Context: an optimization exercise on an open-source flow, tuned for small area. The choices shown serve that exercise and are no tape-out recipe. The RTL was checked by simulation tests, not by an equivalence proof against the original design. Power is estimated from default activity; no workload was simulated.

==> run.sh <==
#!/bin/bash
# synth_recipe.tcl (not shown) runs the flow's synth.tcl, then flattens the netlist and writes it again
# the make line also repeats each setting of config.mk as NAME=value (left out here)
make -C /OpenROAD-flow-scripts/flow DESIGN_CONFIG=/design/flow/config.mk WORK_HOME=/design/flow/orfs CLKGATE_MAP_FILE= SYNTH_SCRIPT=/design/flow/synth_recipe.tcl finish
==> config.mk <==
export PLATFORM = sky130hd
export DESIGN_NAME = VGA
export DESIGN_NICKNAME = VGA
export VERILOG_FILES = /design/flow/design.v
export SDC_FILE = /design/flow/constraint.sdc
export NUM_CORES = 4
export LEC_CHECK = 0
export CAP_MARGIN = 20
export CORE_MARGIN = 2
export CORE_UTILIZATION = 40
export SLEW_MARGIN = 20
==> constraint.sdc <==
create_clock -name core_clock -period 10.0 [get_ports {clk}]
set_input_delay 2.0000 -clock core_clock [delete_from_list [all_inputs] [get_ports {clk}]]
set_output_delay 2.0000 -clock core_clock [all_outputs]
set_load 0.01 [all_outputs]
==> design.v <==
module VGA(
    input wire clk,
	input wire rst,
	input wire [15:0] H_Sync,
	input wire [15:0] H_BP,
	input wire [15:0] H_Act,
	input wire [15:0] H_FP,
	input wire [15:0] V_Sync,
	input wire [15:0] V_BP,
	input wire [15:0] V_Act,
	input wire [15:0] V_FP,
	output reg  DE_out,
	output reg 	H_Sync_out,
	output reg 	V_Sync_out,
	output reg tc,
	output reg [12:0] Hor_cnt,
	output reg [11:0] Ver_cnt
);
	reg H_DE;
	reg V_DE;
	always @(posedge clk) begin
		if(rst == 1'b0) begin
			Hor_cnt 	<= 1'b0;
			H_Sync_out	<= 1'b0;
			H_DE		<= 1'b0;
			tc			<= 1'b0;
		end else begin
			if(Hor_cnt == H_Sync + H_BP + H_Act + H_FP - 1'b1) begin
				Hor_cnt <= 1'b0;
			end else begin
				Hor_cnt <= Hor_cnt + 1'b1;
			end
			if(Hor_cnt == H_Sync + H_BP + H_Act + H_FP - 1'b1) begin  
				H_Sync_out	<= 1'b1;
				H_DE 		<= 1'b0;
			end
			else if(Hor_cnt == H_Sync - 1'b1 ) begin	 
				H_Sync_out 	<= 1'b0;
				H_DE		<= 1'b0;
			end
			else if(Hor_cnt == H_Sync + H_BP - 1'b1) begin  
				H_Sync_out	<= 1'b0;
				H_DE		<= 1'b1;
			end
			else if (Hor_cnt == H_Sync + H_BP + H_Act - 1'b1)begin  
				H_Sync_out	<= 1'b0;
				H_DE 		<= 1'b0;
			end
			if (Hor_cnt == H_Sync + H_BP + H_Act + H_FP - 2'b10) begin
				tc <= 1'b1;
			end else begin
				tc <= 1'b0;
			end
		end
	end
	always @(posedge clk) begin
		if(rst == 1'b0) begin
			Ver_cnt		<= 1'b0;
			V_Sync_out 	<= 1'b0;
			V_DE 		<= 1'b0;
			DE_out 		<= 1'b0;
		end else if(tc) begin
			if(Ver_cnt == V_Sync + V_BP + V_Act + V_FP - 1'b1) begin
				Ver_cnt <= 1'b0;
			end else begin
				Ver_cnt <= Ver_cnt + 1'b1;
			end
			if(Ver_cnt == V_Sync + V_BP + V_Act + V_FP - 1'b1) begin  
				V_Sync_out	<= 1'b1;
				V_DE 		<= 1'b0;
			end
			else if(Ver_cnt == V_Sync - 1'b1) begin	 
				V_Sync_out	<= 1'b0;
				V_DE 		<= 1'b0;
			end
			else if(Ver_cnt == V_Sync + V_BP - 1'b1) begin  
				V_Sync_out	<= 1'b0;
				V_DE		<= 1'b1;
			end
			else if(Ver_cnt  == V_Sync + V_BP + V_Act - 1'b1) begin  
				V_Sync_out	<= 1'b0;
				V_DE		<= 1'b0;
			end
		end else begin
			DE_out <= H_DE & V_DE;
		end
	end
endmodule
==> results of run 1 <==
## path summary, 6_finish.rpt
check | from | end | slack (ns) | cells past startpoint
hold / removal | V_DE$_SDFFE_PN0P_ | DE_out$_SDFFE_PN0N_ | 0.49 | 2
setup / recovery | V_Sync[1] | Ver_cnt[11]$_SDFFE_PN0P_ | 0.91 | 25
hold reg to reg | V_DE$_SDFFE_PN0P_ | DE_out$_SDFFE_PN0N_ | 0.49 | 2
setup reg to reg | Ver_cnt[9]$_SDFFE_PN0P_ | Ver_cnt[11]$_SDFFE_PN0P_ | 6.59 | 11
## cells in the final DEF, fill, tap and decap left out, drive strengths merged, types with 9 or more instances in the layout
master,count
a21oi,64
nor3b,11
and2,21
o21ai,75
a2111oi,10
or2,14
nor2b,14
inv,120
o21bai,10
ha,115
xnor2,136
a31oi,18
clkdlybuf4s50,158
o22ai,9
dfxtp,31
and3,14
nor2,94
nor4,22
or4,9
mux2i,9
o21a,12
nand4,27
nand2,84
nand2b,14
a211o,12
o211ai,16
xor2,79
nor3,68
or3,19
a21o,35
nand3,60
a211oi,19
## sequential cells by signal (all words and copies together), names as in the netlist
| name | count |
|---|---|
| Hor_cnt | 13 |
| Ver_cnt | 12 |
| DE_out | 1 |
| H_DE | 1 |
| H_Sync_out | 1 |
| V_DE | 1 |
| V_Sync_out | 1 |
| tc | 1 |
## stage by stage
stage,utilization (%),setup slack [ns]
3_3_place_gp,48.0,0.818
2_1_floorplan,-,1.94
4_1_cts,48.5,0.951
6_report,48.6,0.910
3_5_place_dp,48.0,0.702
5_1_grt,48.5,0.490
## where the power goes
| group | switching, uW | total, uW | internal [uW] |
|---|---|---|---|
| Sequential | 4.22 | 129 | 125 |
| Combinational | 1100 | 1910 | 814 |
| Clock | 55.7 | 148 | 91.9 |
## worst register-to-register path, stage by stage (launching register included)
cell       delay [ns]
dfxtp_1          0.78
xnor2_1          0.23
nor2_1           0.07
o2bb2ai_1        0.13
or4_1            0.50
nand4b_1         0.19
or4_1            0.42
a211o_1          0.29
or2_2            0.30
o21ai_1          0.12
buf_4            0.20
nor2_1           0.07
## logic make-up after synthesis
group	Yosys count	share of synthesized area [%]
muxes	10	0.993
DFF	31	6.08
and+or+nand+nor	501	25.9
AOI/OAI and AO/OA	374	26.2
buffers and inverters	165	6.15
adders and majority gates	121	15.3
xor gates and xnor gates	219	19.4
## routing by layer
metal / vias up / routed length, um
li1: 5484 / -
met1: 4881 / 14000
met2: 258 / 14900
met3: 33 / 1660
met4: 0 / 425
met5: - / 0
## final cells by class
| class | count | area (um2) |
|---|---|---|
| repair buffers | 161 | 1600 |
| inverters | 121 | 454 |
| clock buffers | 7 | 133 |
| fillers | 2631 | 12900 |
| clock inverters | 1 | 5.00 |
| diodes | 1 | 2.50 |
| flip-flops and latches | 31 | 621 |
| multi-input cells | 1225 | 8960 |
| well taps | 330 | 413 |
==> impl_results.md, run 1 <==
* Crit Path Max Fanout at 11
* Clock Root Buffer: clkbuf_16
* Placed Instances at 1868
* Cell taking the most area after synthesis: ha_1
* Syn. warnings at 1
* Max transition margin at 40.1%
* DRT antenna net count at 0
* Slowest CP cell: a2111oi_0
* Flops & latches, synth at 31
* Most frequent CP cell: ha_1
* Grt ovf at 0
* Placeable Area at 25100 um2
* Worst setup EP type: flip-flop
* Maximum number of pins on one net before global-route repair at 19
* Via density at 5.68
* Port-buffer cells at 158
* Worst Setup Start Kind: input port
* Routed wire per std cell at 16.5 um
* CTS Buf Count at 5
* Hold buffer count at CTS at 0
* Slew Limit Fails at 0
* Setup Skew at 0.00353 ns
* Initial core utilization at 40.7%
* Netlist Area Pre-Place at 10200 um2
* CTS tree: done
* Resize count post-CTS at 0
* Yosys cell types at 98
* Detailed Routing Iterations Pass 1 at 5
* Nets at 1796
* Die H at 164 um
* Vias in the first global route at 9968
* Tcrit/Tclk final at 90.9%
* Main flop type after synthesis: dfxtp_1
* Most common cell in the netlist: xnor2_1
* H-Tree Depth at 2
* Post-Syn Nets at 1672
* Met1 usage at 28.9%
* Peak supply drop at 0.123 mV
* Buf/Inv on CP at 4
* Layout cells sized above 1 at 2.78%
* Layout area overhead at 19.4%
* Die area at 26800 um2
* Met3 Track Usage GR at 2.90%
* Worst Hold Class: flip-flop to flip-flop
* Final setup TNS at 0 ns
* Max Fclk at 0.110 GHz
* First-pass GRT wire length at 49200 um
* Synth area leaders: ha_1 14%, xnor2_1 12%, xor2_1 6.8%, dfxtp_1 6.1%, inv_1 4.4%
* PD cells at 179 nW/um2
* Max-cap violations at 0
* Top Usage Layer GRT: met2
* Final hold viol count at 0
* Crit path DAT at 9.26 ns
* Final-report setup violation count at 0
* Syn Area/Cell at 7.18 um2
* Synth top cells by count: 135 x xnor2_1, 120 x inv_1, 115 x ha_1
* Cell family with most CP delay: compound AO/OA/AOI/OAI gates
* Synth top area share at 14.1%
* GP Congestion at 0.897
* Vias at 10656
* Gate Count Post-Synth at 1421
* RSZ-0062 raised after global routing: no
* Lkg Pwr at 0.00487 uW
* Fin crit period at 9.09 ns
* Worst Tran Pin Value at 0.884 ns
* Die Wd at 164 um
* Initial drt markers at 798
* Final Instance Area at 12200 um2
* Crit path largest cell delay at 0.59 ns
* Post-synthesis sequential area ratio at 6.08%
* Non-Filler Instances at 1877
* Later-pin clock latency in the skew report at 0.28 ns
* Placed inst area at 12100 um2
* Final WL at 31000 um
* Clk pin slew, worst setup/hold paths at 0.05 ns
* Initial antenna violation count at 1
* FFs w/ async S/R, synth at 0%
* Hold Slack at 0.493 ns
* Power Total at 2190 uW
* Critical Path RT at 10.17 ns
* Met2 Use GR at 40.6%
* Dpl hpwl at 26000 um
* GR Util All Layers at 22.5%
* # IOs at 159
* DRC at 0
* Clock sink count at 31
* Maximum clock insertion buffer count at 2
* Core Rows at 58
* CP Class: input port to flip-flop
* Outcome: timing/DRC/antenna clean
* Number of flops mapped to enable cells by yosys at 0
* Post-CTS Setup Repair Bufs at 0
==> run 2, diff against run 1 <==
==> design.v (replaced) <==
module VGA(
    input wire clk,
	input wire rst,
	input wire [15:0] H_Sync,
	input wire [15:0] H_BP,
	input wire [15:0] H_Act,
	input wire [15:0] H_FP,
	input wire [15:0] V_Sync,
	input wire [15:0] V_BP,
	input wire [15:0] V_Act,
	input wire [15:0] V_FP,
	output reg  DE_out,
	output reg 	H_Sync_out,
	output reg 	V_Sync_out,
	output wire tc,
	output reg [12:0] Hor_cnt,
	output reg [11:0] Ver_cnt
);
	reg [12:0] hd;
	reg [1:0]  hnp;
	reg [11:0] vd;
	reg [1:0]  vnp;
	wire hev = (hd == 13'd1);
	wire vev = (vd == 12'd1);
	assign tc = hev & (hnp == 2'd0);
	wire H_DE = (hnp == 2'd3);
	wire V_DE = (vnp == 2'd3);
	wire [1:0] hsel = rst ? hnp : 2'd0;
	wire [1:0] vsel = rst ? vnp : 2'd0;
	reg [12:0] hlen;
	reg [11:0] vlen;
	always @(*) begin
		case (hsel)
			2'd0: hlen = H_Sync[12:0];
			2'd1: hlen = H_BP[12:0];
			2'd2: hlen = H_Act[12:0];
			default: hlen = H_FP[12:0];
		endcase
		case (vsel)
			2'd0: vlen = V_Sync[11:0];
			2'd1: vlen = V_BP[11:0];
			2'd2: vlen = V_Act[11:0];
			default: vlen = V_FP[11:0];
		endcase
	end
	always @(posedge clk) begin
		if (rst == 1'b0 || hev)
			hd <= hlen;
		else
			hd <= hd - 1'b1;
		if (rst == 1'b0) begin
			hnp        <= 2'd1;
			Hor_cnt    <= 13'd0;
			H_Sync_out <= 1'b0;
		end else begin
			if (hev) begin
				hnp        <= hnp + 1'b1;
				H_Sync_out <= (hnp == 2'd0);
			end
			if (tc)
				Hor_cnt <= 13'd0;
			else
				Hor_cnt <= Hor_cnt + 1'b1;
		end
	end
	always @(posedge clk) begin
		if (rst == 1'b0 || (tc && vev))
			vd <= vlen;
		else if (tc)
			vd <= vd - 1'b1;
		if (rst == 1'b0) begin
			vnp        <= 2'd1;
			Ver_cnt    <= 12'd0;
			V_Sync_out <= 1'b0;
			DE_out     <= 1'b0;
		end else if (tc) begin
			if (vev) begin
				vnp        <= vnp + 1'b1;
				V_Sync_out <= (vnp == 2'd0);
			end
			if (vev && vnp == 2'd0)
				Ver_cnt <= 12'd0;
			else
				Ver_cnt <= Ver_cnt + 1'b1;
		end else begin
			DE_out <= H_DE & V_DE;
		end
	end
endmodule
--- a/config.mk
+++ b/config.mk
@@ -7,2 +7,3 @@
 export LEC_CHECK = 0
+export ABC_AREA = 1
 export CAP_MARGIN = 20
==> impl_results.md, run 2 <==
* Syn Area/Cell at 6.59 um2 (-8.3%)
* P_int at 417 uW (-60%)
* Placeable Area at 8760 um2 (-65%)
* Most frequent cells in the layout: 193 x nand2_1, 130 x clkdlybuf4s50_1, 66 x nor2_1, 45 x dfxtp_1, 41 x inv_1
* CTS Buf Count at 9 (+4)
* Hold buffer count at CTS at 0 (unchanged)
* Initial drt markers at 137 (-83%)
* Switch Pwr at 165 uW (-86%)
* H-Tree Depth at 3 (+1)
* Port-buffer cells at 130 (-18%)
* Main flop type after synthesis: dfxtp_1
* Crit path DAT at 4.22 ns (-5.04 ns)
* Clock Root Buffer: clkbuf_8
* Netlist Area Pre-Place at 3640 um2 (-64%)
* Initial core utilization at 41.6% (+0.93 points)
* Die H at 99.5 um (-39%)
* Placed inst area at 4990 um2 (-59%)
* Largest regs: Hor_cnt (13), hd (13)
* Fin crit period at 4.05 ns (-5.04 ns)
* Reg-to-Reg Start: hd[0]$_DFF_P_
* Final setup TNS at 0 ns (unchanged)
* Clock sink count at 57 (+84%)
* GP Congestion at 0.865 (-3.6%)
* Worst Hold Class: flip-flop to flip-flop
* Worst Setup Start Kind: input port
* RSZ-0062 raised after global routing: no
* Synth area leaders: dfxtp_1 25%, nand2_1 20%, edfxtp_1 9.9%, nor2_1 6.8%, nand3_1 4.4%
* Final Instance Area at 5180 um2 (-57%)
* Outcome: timing/DRC/antenna clean
* First-pass GRT wire length at 17600 um (-64%)
* Die area at 9890 um2 (-63%)
* Sw Ratio at 28.3% (-25 points)
* Detailed Routing Iterations Pass 1 at 4 (-1)
* Yosys cell types at 34 (-65%)
* FFs w/ async S/R, synth at 0% (unchanged)
* Hold Path Depth at 2 (unchanged)
* Final WL at 10400 um (-66%)
* Fill cells at 840 (-68%)
* Crit Path Max Fanout at 13 (+2)
* PD cells at 112 nW/um2 (-37%)
* Reg2reg end: vd[8]$_DFFE_PP_
* Synth top cells by count: 193 x nand2_1, 66 x nor2_1, 45 x dfxtp_1
* CTS tree: done
* Critical Path RT at 10.18 ns (about the same)
* Layout area overhead at 42.2%
* Final hold viol count at 0 (unchanged)
* Tcrit/Tclk final at 40.5% (-50 points)
* Vias at 3898 (-63%)
* Worst r2r path cells at 5 (-6)
* Lkg Pwr at 0.00201 uW (-59%)
* R2r setup slk at 7.81 ns (+1.22 ns)
* CP Class: input port to flip-flop
* Worst Tran Pin Value at 1.03 ns (+0.146 ns)
* Peak supply drop at 0.0659 mV (-47%)
* Core Rows at 34 (-41%)
* Flops & latches, synth at 57 (+84%)
* Sequential Power Share at 45.2% (+39 points)
* Most common cell in the netlist: nand2_1
* Number of flops mapped to enable cells by yosys at 12 (+12)
* Post-Syn Nets at 693 (-59%)
* Hold Slack at 0.476 ns (-0.0176 ns)
* GR Util All Layers at 22.0% (-0.44 points)
* Setup Skew at 0.00873 ns (+0.00521 ns)
* Hold path endpoint: V_Sync_out$_SDFFE_PN0P_
* Most common cell after layout, fill and taps aside: nand2_1
* Vias in the first global route at 3739 (-62%)
* Gate Count Post-Synth at 553 (-61%)
* Resize count post-CTS at 0 (unchanged)
* Hold Startpoint: V_Sync_out$_SDFFE_PN0P_
* Later-pin clock latency in the skew report at 0.34 ns (+0.06 ns)
* Clk pwr share at 34.8% (+28 points)
* Cell taking the most area after synthesis: dfxtp_1
* Layout cells sized above 1 at 5.10% (+2.3 points)
* Dpl hpwl at 8050 um (-69%)
* Clk pin slew, worst setup/hold paths at 0.07 ns (+0.02 ns)
* Maximum number of pins on one net before global-route repair at 28 (+9)
* Nets at 821 (-54%)
* Syn. warnings at 1 (unchanged)
* Worst setup EP type: flip-flop
* Logic pwr share at 20.0% (-67 points)
* Synth top area share at 24.7% (+11 points)
* Placed Instances at 778 (-58%)
* Initial antenna violation count at 0 (-1)
* DRT antenna net count at 0 (unchanged)
* Via density at 4.91 (-14%)
* Non-Filler Instances at 794 (-58%)
* Grt ovf at 0 (unchanged)
* Routed wire per std cell at 13.1 um (-21%)
* Number of diodes at 0 (-1)
* Max transition margin at 30.9% (-9.3 points)
* Maximum clock insertion buffer count at 2 (unchanged)
* Final-report setup violation count at 0 (unchanged)
* Max-cap violations at 0 (unchanged)
* Max Fclk at 0.247 GHz (+120%)
* # IOs at 159 (unchanged)
* DRC at 0 (unchanged)
* Post-CTS Setup Repair Bufs at 0 (unchanged)
* Die Wd at 99.5 um (-39%)
* Slew Limit Fails at 0 (unchanged)
* Power Total at 582 uW (-73%)
* Post-synthesis sequential area ratio at 34.6% (+29 points)
-- run 2: critical path, stage by stage --
cell	delay (ns)
clkdlybuf4s50_1	0.82
nand2_1	0.18
nor2_1	0.73
nand2_1	0.10
nand3_1	0.13
a21oi_1	0.06
o21ai_0	0.21
-- run 2: cell type report --
cell class | instances | area [um2] | area share [%]
Multi-Input combinational cell | 439 | 2130 | 41.1
Sequential cell | 57 | 1260 | 24.3
Tap cell | 108 | 135 | 2.61
Clock inverter | 6 | 40.0 | 0.772
Timing Repair Buffer | 130 | 1300 | 25.1
Clock buffer | 10 | 149 | 2.87
Inverter | 44 | 168 | 3.23
-- run 2: power groups by stage --
stage / logic, uW / clock network, uW / registers [uW]
final: 116 / 202 / 263
after global routing: 131 / 219 / 265
after CTS: 117 / 209 / 263
after detailed placement: 116 / 0 / 268
after global placement: 115 / 0 / 268
after floorplan: 62.0 / 0 / 265
-- run 2: worst max path at each step --
| stage | from | end | slack, ns |
|---|---|---|---|
| after floorplan | hnp[0]$_SDFFE_PN1P_ | tc | 7.06 |
| after global placement | rst | vd[0]$_DFFE_PP_ | 5.64 |
| after detailed placement | rst | vd[6]$_DFFE_PP_ | 5.62 |
| after CTS | rst | vd[6]$_DFFE_PP_ | 5.97 |
| after global routing | rst | vd[6]$_DFFE_PP_ | 5.67 |
| final | rst | vd[6]$_DFFE_PP_ | 5.95 |
-- run 2: routing by layer --
layer / part of all wire [%] / global-route usage (%) / vias up
met3: 4.6 / 4.92 / 12
met5: 0 / 0 / -
met1: 46 / 28.1 / 1758
met4: 1.2 / 6.74 / 0
met2: 48 / 37.3 / 76
li1: - / - / 2052
-- run 2: logic make-up (layout without fill, tap and decap cells) --
family / count (synthesis) / count (layout) / synth area share [%]
compound gates: 69 / 69 / 9.89
xor+xnor: 18 / 18 / 4.33
fa+ha+maj: 10 / 10 / 3.43
buf+inv: 57 / 190 / 6.97
flops: 57 / 57 / 34.6
simple gates: 342 / 342 / 40.8
-- run 2: through the flow --
stage,setup WS (ns),util (%)
global route,5.67,59.2
CTS,5.97,59.2
finish,5.95,59.2
floorplan,7.06,-
detailed placement,5.62,57.0
global placement,5.64,57.0
==> run 3, diff against run 2 <==
==> flow/run.sh (new file) <==
#!/bin/bash
# Standard ORFS layout, with three changes that only reduce cell area:
#  - the combinational logic of the standard synthesis is re-mapped by ABC for area
#    (registers untouched),
#  - ports are buffered with sky130_fd_sc_hd__buf_1,
#  - CTS uses small clock buffers and no dummy loads.
set -euo pipefail
W=$PWD
F=$W/flow
R=$W/orfs/results/$FLOW_PLATFORM/VGA/base
LIBF=$FLOW_HOME/platforms/sky130hd/lib/sky130_fd_sc_hd__tt_025C_1v80.lib
DONTUSE=$(sed -n '/DONT_USE_CELLS +=/,/^#/p' $FLOW_HOME/platforms/sky130hd/config.mk | grep -o 'sky130_fd_sc_hd__[a-z0-9_]*' | tr '\n' ' ')
export BUFFER_PORTS_ARGS="-buffer_cell sky130_fd_sc_hd__buf_1"
export CTS_ARGS="-sink_clustering_enable -repair_clock_nets -buf_list sky130_fd_sc_hd__clkbuf_4 -root_buf sky130_fd_sc_hd__clkbuf_4 -dont_use_dummy_load"

bash standard.sh synth > $W/log_std_synth.txt 2>&1
cp $R/1_2_yosys.v $W/std_1_2_yosys.v
LIBF=$LIBF INV=$W/std_1_2_yosys.v OUTV=$W/reabc_1_2_yosys.v ABCS=$F/area.abc DONTUSE="$DONTUSE" \
  yosys -c $F/reabc.tcl > $W/log_reabc.txt 2>&1
cp $W/reabc_1_2_yosys.v $R/1_2_yosys.v
rm -f $R/1_synth.odb
bash standard.sh synth > $W/log_std_synth2.txt 2>&1
bash standard.sh finish > $W/log_std_finish.txt 2>&1
==> flow/area.abc (new file) <==
strash
dch -f
amap
==> flow/reabc.tcl (new file) <==
# Re-map the combinational logic of the standard synthesis netlist for area.
# Registers and tie cells are kept as they are (same instances, names and cells).
yosys -import
set lib $::env(LIBF)
read_liberty -ignore_miss_func $lib
foreach m [list dfxtp_1 dfxtp_2 dfxtp_4 edfxtp_1 dfrtp_1 dfstp_2 conb_1] { catch { blackbox sky130_fd_sc_hd__$m } }
read_verilog $::env(INV)
hierarchy -top $::env(FLOW_TOP)
flatten
opt_clean
techmap
opt -fast
set dont [list]
foreach c $::env(DONTUSE) { lappend dont -dont_use $c }
abc -script $::env(ABCS) -liberty $lib {*}$dont
opt_clean -purge
stat -liberty $lib
write_verilog -noattr -nohex -nodec $::env(OUTV)
==> standard.sh (new file) <==
#!/bin/bash
# synth_recipe.tcl (not shown) runs the flow's synth.tcl, then flattens the netlist and writes it again
# the make line also repeats each setting of config.mk as NAME=value (left out here)
make -C /OpenROAD-flow-scripts/flow DESIGN_CONFIG=/design/flow/config.mk WORK_HOME=/design/flow/orfs CLKGATE_MAP_FILE= SYNTH_SCRIPT=/design/flow/synth_recipe.tcl "${@:-finish}"
--- a/config.mk
+++ b/config.mk
@@ -7,3 +7,2 @@
 export LEC_CHECK = 0
-export ABC_AREA = 1
 export CAP_MARGIN = 20
removed: run.sh
==> impl_results.md, run 3 <==
* Critical Path RT at 10.13 ns (-0.05 ns)
* Final WL at 8590 um (-17%)
* Layout area overhead at 23.2%
* Vias in the first global route at 3065 (-18%)
* Tcrit/Tclk final at 43.9% (+3.4 points)
* Placeable Area at 7290 um2 (-17%)
* Dpl hpwl at 6310 um (-22%)
* CTS Buf Count at 9 (unchanged)
* GR Util All Layers at 21.0% (-1.0 points)
* Max transition margin at 34.9% (+4.0 points)
* DRC at 0 (unchanged)
* Setup Skew at 0.0400 ns (+0.0313 ns)
* CP Class: input port to flip-flop
* Maximum clock insertion buffer count at 2 (unchanged)
* Crit path DAT at 4.52 ns (+0.30 ns)
* Worst Setup Start Kind: input port
* Initial core utilization at 41.3% (-0.27 points)
* Resize count post-CTS at 0 (unchanged)
* Final setup TNS at 0 ns (unchanged)
* CTS tree: done
* DRT antenna net count at 0 (unchanged)
* Hold Slack at 0.468 ns (-0.00772 ns)
* Grt ovf at 0 (unchanged)
* # IOs at 159 (unchanged)
* RSZ-0062 raised after global routing: no
* Netlist Area Pre-Place at 3010 um2 (-17%)
* Placed inst area at 3640 um2 (-27%)
* Port-buffer cells at 130 (unchanged)
* Clock sink count at 57 (unchanged)
* Worst Tran Pin Value at 0.973 ns (-0.0571 ns)
* Largest regs: Hor_cnt (13), hd (13)
* Hold Startpoint: Hor_cnt[12]$_SDFF_PP0_
* Max-cap violations at 0 (unchanged)
* Syn Area/Cell at 7.93 um2 (+20%)
* Most frequent cells in the layout: 130 x buf_1, 77 x nor2_1, 45 x dfxtp_1, 42 x clkinv_1, 28 x nand2_1
* GP Congestion at 0.787 (-9.1%)
* PD cells at 120 nW/um2 (+7.0%)
* Post-Syn Nets at 510 (-26%)
* Most common cell after layout, fill and taps aside: buf_1
* First-pass GRT wire length at 14100 um (-20%)
* Later-pin clock latency in the skew report at 0.41 ns (+0.07 ns)
* Routed wire per std cell at 13.9 um (+5.7%)
* Hold buffer count at CTS at 0 (unchanged)
* Gate Count Post-Synth at 380 (-31%)
* Syn. warnings at 1 (unchanged)
* Die area at 8240 um2 (-17%)
* Layout cells sized above 1 at 2.50% (-2.6 points)
* Number of diodes at 0 (unchanged)
* Initial drt markers at 179 (+31%)
* Nets at 653 (-20%)
* Via density at 5.41 (+10%)
* Final hold viol count at 0 (unchanged)
* Final-report setup violation count at 0 (unchanged)
* Clk pin slew, worst setup/hold paths at 0.08 ns (about the same)
* Die H at 90.8 um (-8.7%)
* Fin crit period at 4.39 ns (+0.344 ns)
* Maximum number of pins on one net before global-route repair at 28 (unchanged)
* Crit Path Max Fanout at 16 (+3)
* Core Rows at 31 (-8.8%)
* Initial antenna violation count at 0 (unchanged)
* Worst Hold Class: flip-flop to flip-flop
* Detailed Routing Iterations Pass 1 at 5 (+1)
* Slew Limit Fails at 0 (unchanged)
* Worst setup EP type: flip-flop
* Reg-to-Reg Start: hnp[0]$_SDFFE_PN1P_
* Max Fclk at 0.228 GHz (-7.8%)
* Vias at 3357 (-14%)
* Critical Path Source: rst
* Die Wd at 90.8 um (-8.7%)
* H-Tree Depth at 3 (unchanged)
* Outcome: timing/DRC/antenna clean
* Final Instance Area at 3710 um2 (-28%)
* Clock Root Buffer: clkbuf_4
* Post-CTS Setup Repair Bufs at 0 (unchanged)
* Lkg Pwr at 0.00124 uW (-38%)
* Peak supply drop at 0.0648 mV (-1.6%)
-- run 3: final timing paths --
| check | end | cells after the start | slack [ns] |
|---|---|---|---|
| setup / recovery | vd[7]$_DFFE_PP_ | 5 | 5.61 |
| hold / removal | Hor_cnt[12]$_SDFF_PP0_ | 1 | 0.47 |
| setup reg to reg | vd[7]$_DFFE_PP_ | 7 | 6.31 |
| hold reg to reg | Hor_cnt[12]$_SDFF_PP0_ | 1 | 0.47 |
-- run 3: critical path, stage by stage --
cell	delay (ns)
buf_1	0.43
clkinv_1	0.53
nor2_2	0.70
clkinv_1	0.52
o22a_1	0.33
-- run 3: per-layer routing --
layer	up-vias	GRT usage [%]	wire length [um]	share of wire (%)
met5	-	0	0	0
met4	0	7.07	89	1.0
met3	10	5.34	704	8.2
met2	118	34.1	3830	45
met1	1503	27.2	3960	46
li1	1726	-	-	-
-- run 3: cell type report --
type	instances	area (um2)
Clock buffer	9	67.6
Fill cell	752	3580
Inverter	42	158
Multi-Input combinational cell	281	1600
Sequential cell	57	1260
Tap cell	99	124
Timing Repair Buffer	132	503
-- run 3: report_power, final --
group / total (uW) / leakage, uW / internal, uW / switching [uW]
clock network: 116 / 0.0000414 / 41.7 / 74.4
logic: 70.5 / 0.000716 / 32.0 / 38.5
registers: 259 / 0.000482 / 249 / 9.67
total: 446 / 0.00124 / 323 / 123
-- run 3: metrics by stage --
step / utilization, % / instances / total power [uW] / setup slack, ns
after floorplan: - / 380 / 305 / 5.93
after global placement: 49.9 / 611 / 334 / 4.86
after detailed placement: 49.9 / 611 / 335 / 4.87
after CTS: 50.9 / 620 / 450 / 5.24
after global routing: 50.9 / 620 / 471 / 5.32
final: 50.9 / 620 / 446 / 5.61

what the ideal ports hide:
The flow's constraints put no driver on any port. The routed layouts listed below were extracted and timed again, unchanged, in two steps. Step 1 (the two cells are an assumption about what drives the block):
set clk [get_ports {clk}]
set_driving_cell -lib_cell sky130_fd_sc_hd__clkbuf_16 $clk
set_driving_cell -lib_cell sky130_fd_sc_hd__buf_2 [delete_from_list [all_inputs] $clk]
Step 2 moves the port delays by t, midway between the first and last clock arrival at a register: inputs arrive t later, outputs are due t later. That takes back most of the time a late clock gives input paths. Three values: ideal ports, drivers, drivers and shift; two values: the first two.
run | t, ns | setup slack, ns | hold WS [ns] | worst data-port slew with drivers (ns)
run 1 | 0.311 | 0.910 / 0.922 / 0.610 | 0.493 / 0.493 / 0.493 | 0.07
run 2 | 0.370 | 5.954 / 5.924 / 5.553 | 0.476 / 0.476 / 0.476 | 0.06
run 3 | 0.417 | 5.610 / 5.613 / 5.196 | 0.468 / 0.468 / 0.468 | 0.04
After both steps setup and hold are still met in every run listed. For run 3, which loses most, drivers alone change the setup slack by +0.003 ns; drivers and shift together by -0.414 ns.
